Context: an optimization exercise on an open-source flow, tuned for small area and a short achievable clock period. The choices shown serve that exercise and are no tape-out recipe.
The RTL was checked by simulation tests, not by an equivalence proof against the original design.

== v9 ==
// ROT_Cordic
module ROT_Cordic
#(parameter M=32,N=5)
(input signed [M-1:0] x_in,
 input signed [M-1:0] y_in,
 input signed [M-1:0] z_in,
 input [1:0] mode,
 input clk,
 input rst,
 output signed [M-1:0] xf,
 output signed [M-1:0] yf,
 output signed [M-1:0] zf);
export LEC_CHECK = 0
export CAP_MARGIN = 20
export CORE_MARGIN = 2
export CORE_UTILIZATION = 60
export SETUP_SLACK_MARGIN = 2.5
export SLEW_MARGIN = 20
export TNS_END_PERCENT = 0
create_clock -name core_clock -period 5.5 [get_ports {clk}]
standard.sh (not shown) runs the stock make flow with config.mk's settings and CLKGATE_MAP_FILE= SYNTH_SCRIPT=/design/flow/synth_recipe.tcl, a recipe that flattens the netlist after the stock synthesis.
==> flow/flow/run.sh <==
#!/bin/bash
# Own layout flow: the standard ORFS flow (standard.sh) with two
# synthesis changes: no full/half-adder cell extraction (ADDER_MAP_FILE
# empty) and ABC run with a delay-driven mapping script (abc_map.script).
# Everything after synthesis is the standard flow.
set -euo pipefail
W=$PWD
export FLOW_WORK=$W
export FLOW_ABC_SCRIPT=$W/flow/abc_map.script
bash standard.sh SYNTH_SCRIPT=$W/flow/synth.tcl ADDER_MAP_FILE= finish > $W/flow_make.log 2>&1
==> flow/flow/abc_map.script <==
strash
dch -f
map -D 2000
topo
stime -c
buffer -c
upsize -c -D 2000
dnsize -c -D 2000
==> flow/flow/synth.tcl <==
proc abc {args} {
  set i [lsearch -exact $args -script]
  if {$i >= 0} {
    lset args [expr {$i + 1}] $::env(FLOW_ABC_SCRIPT)
  }
  puts "flow abc: $args"
  yosys abc {*}$args
}
source $::env(FLOW_WORK)/synth_recipe.tcl
Both conditions hold for v9: the flow ran to the end and the final layout passed the timing, DRC and antenna checks.
Here is what was changed in the inputs of v6 compared with v9.
- CTS_CLUSTER_SIZE: unset -> 30
- PLACE_DENSITY: unset -> 0.8
- CTS_CLUSTER_DIAMETER: unset -> 100
- CORE_UTILIZATION: 60 -> 55
==> notes.md <==
~same total placed instance area in v6 and v9
Initial standard-cell utilization of the core | v6 below v9
Critical path depth, v6 and v9, higher one = v6.
Going from v9 to v6, number of logic inverters in the finished layout neither gained nor lost much; buffer count excluding the clock tree in the final layout moved up.
v6 vs v9: clock-buffer cell count down in v6
Of v6 and v9, the run reporting the lower worst hold slack was v9.
The following lists how v52 was set up differently from v6:
- CTS_CLUSTER_SIZE now 24, was 30
- CORE_UTILIZATION now 60, was 55
- CTS_CLUSTER_DIAMETER now 90, was 100
Notes after the runs:
Going from v6 to v52, non-clock buffer count shows an increase of about 10%, via count of the first global-routing pass shows an increase of 0.44%.
| cell area after placement | v6 vs v52 | ≈ equal |
Post-layout instance area: higher on v52
The lower wire length of v6 and v52 is in v6.
Of v6 and v52, the run reporting the higher critical path depth was v52.
Layout overhead on the synthesized area, v6 and v52: higher on v52
Diff v6 and v52: combined global-route utilization of all metal layers lower in v6
Looking at first-iteration DRC count across both flows, v52 is the weaker of the two, with v6 ahead.
Between v6 and v52, sequential share of layout area is higher for v6, v52 comes in under that.
Setup changes, v52 to v10
- CTS_CLUSTER_DIAMETER now 100, was 90
- CTS_CLUSTER_SIZE now 30, was 24
[summary]
- The final reports for v10 and v52 show largest clock skew in the final design lower in the former.
- | required time reported for the critical path endpoint | lower: v10 |
- Diff v52 and v10: proportion of cell area spent on the clock network higher in v52
- Register-to-register slack (higher): v10
- The final reports for v10 and v52 show setup slack lower in the former.
- On total length of routed wires, v10 tracks v52 almost exactly.
- Any difference in final cycle utilization of the critical path between v10 and v52 is small enough to ignore.

---

Setup of north:
Another version of the RTL of ROT_Cordic (not shown whole).
Size: ~3200 flip-flops, roughly 200 I/O pins.
==> flow/config.mk <==
export PLATFORM = sky130hd
export DESIGN_NAME = ROT_Cordic
export DESIGN_NICKNAME = ROT_Cordic
export VERILOG_FILES = /design/flow/design.v
export SDC_FILE = /design/flow/constraint.sdc
export NUM_CORES = 8
export LEC_CHECK = 0
export CAP_MARGIN = 20
export CORE_MARGIN = 2
export CORE_UTILIZATION = 60
export SETUP_SLACK_MARGIN = 1.5
export SLEW_MARGIN = 20
==> flow/constraint.sdc <==
create_clock -name core_clock -period 5.5 [get_ports {clk}]
set_input_delay 1.1000 -clock core_clock [delete_from_list [all_inputs] [get_ports {clk}]]
set_output_delay 1.1000 -clock core_clock [all_outputs]
set_load 0.01 [all_outputs]
run.sh (not shown) runs the stock make flow with config.mk's settings and CLKGATE_MAP_FILE= SYNTH_SCRIPT=/design/flow/synth_recipe.tcl, a recipe that flattens the netlist after the stock synthesis.
Stock flow here: none of the scripts above is used.
Inputs modified between north and south:
==> flow/flow/run.sh (new file) <==
#!/bin/bash
# Own layout flow: the standard ORFS flow (standard.sh) with two
# synthesis changes: no full/half-adder cell extraction (ADDER_MAP_FILE
# empty) and ABC run with a delay-driven mapping script (abc_map.script).
# Everything after synthesis is the standard flow.
set -euo pipefail
W=$PWD
export FLOW_WORK=$W
export FLOW_ABC_SCRIPT=$W/flow/abc_map.script
bash standard.sh SYNTH_SCRIPT=$W/flow/synth.tcl ADDER_MAP_FILE= finish > $W/flow_make.log 2>&1
==> flow/flow/abc_map.script (new file) <==
strash
dch -f
map -D 2000
topo
stime -c
buffer -c
upsize -c -D 2000
dnsize -c -D 2000
==> flow/flow/synth.tcl (new file) <==
proc abc {args} {
  set i [lsearch -exact $args -script]
  if {$i >= 0} {
    lset args [expr {$i + 1}] $::env(FLOW_ABC_SCRIPT)
  }
  puts "flow abc: $args"
  yosys abc {*}$args
}
source $::env(FLOW_WORK)/synth_recipe.tcl
==> flow/standard.sh (new file) <==
#!/bin/bash
# synth_recipe.tcl (not shown) runs the flow's synth.tcl, then flattens the netlist and writes it again
# the make line also repeats each setting of config.mk as NAME=value (left out here)
make -C /OpenROAD-flow-scripts/flow DESIGN_CONFIG=/design/flow/config.mk WORK_HOME=/design/flow/orfs CLKGATE_MAP_FILE= SYNTH_SCRIPT=/design/flow/synth_recipe.tcl "${@:-finish}"
removed: flow/run.sh
==> notes.md <==
- Number of logic stages on the critical path including buffering in south vs north: down 2
- The share of cells above drive strength 1 reported for south is smaller than that of north by 11 points.
- In the tables for north and south, cell area reads lower with south.
Inputs modified between south and east:
- swapping 60 for 70 in CORE_UTILIZATION
==> flow/run.sh (new file) <==
#!/bin/bash
# synth_recipe.tcl (not shown) runs the flow's synth.tcl, then flattens the netlist and writes it again
# the make line also repeats each setting of config.mk as NAME=value (left out here)
make -C /OpenROAD-flow-scripts/flow DESIGN_CONFIG=/design/flow/config.mk WORK_HOME=/design/flow/orfs CLKGATE_MAP_FILE= SYNTH_SCRIPT=/design/flow/synth_recipe.tcl finish
removed: flow/flow/run.sh
removed: flow/flow/abc_map.script
removed: flow/flow/synth.tcl
removed: flow/standard.sh
[summary]
south ended up with mode[1] as its startpoint of the most critical setup path; east ended up with mode[0].
When east is set beside south, its number of buffers other than clock buffers in the final layout turns out to be about 200% larger.
Comparing south and east, the lower global-route usage is on south.
Relative to south, the layout-stage area growth over the synthesis result of east is higher by 13 points.
Side by side, setup slack turned out lower in east than in south.
Cell area after layout (lower): south

[afterwards: timing with drivers on the ports]
Ports are ideal in the flow. The routed layouts listed here were re-timed in OpenROAD.
Step 1, drivers: a clkbuf_16 drives clk and a buf_2 each remaining input, both assumed.
Step 2 adds t to the input delays and takes it off the output delays; t is the mean of the earliest and latest rising clock arrival at the registers after step 1. Input paths then give back, and output paths get back, about the clock's delay inside the block.
Slacks: no drivers / after step 1 / after step 2; pairs: no drivers / after step 1.
run	shift t [ns]	setup slack, ns	hold WS [ns]	worst setup path after step 2	pins driven straight from the clock port
v9	1.052	1.877 / 1.601 / 0.549	0.398 / 0.398 / 0.398	input to register	1
v6	1.006	1.986 / 1.578 / 0.572	0.406 / 0.406 / 0.406	input to register	1
v52	1.030	1.951 / 1.607 / 0.577	0.404 / 0.404 / 0.404	input to register	1
v10	1.018	1.948 / 1.521 / 0.503	0.404 / 0.404 / 0.404	input to register	1
north	1.050	1.287 / 1.054 / 0.005	0.429 / 0.429 / 0.429	input to register	1
south	1.073	1.478 / 1.189 / 0.117	0.399 / 0.399 / 0.399	input to register	1
east	1.051	0.968 / 0.805 / -0.246	0.429 / 0.383 / 0.429	input to register	1
With both steps, setup timing fails in east, where it was met with ideal ports. For v10, which loses most, drivers alone change the setup slack by -0.427 ns; drivers and shift together by -1.445 ns.
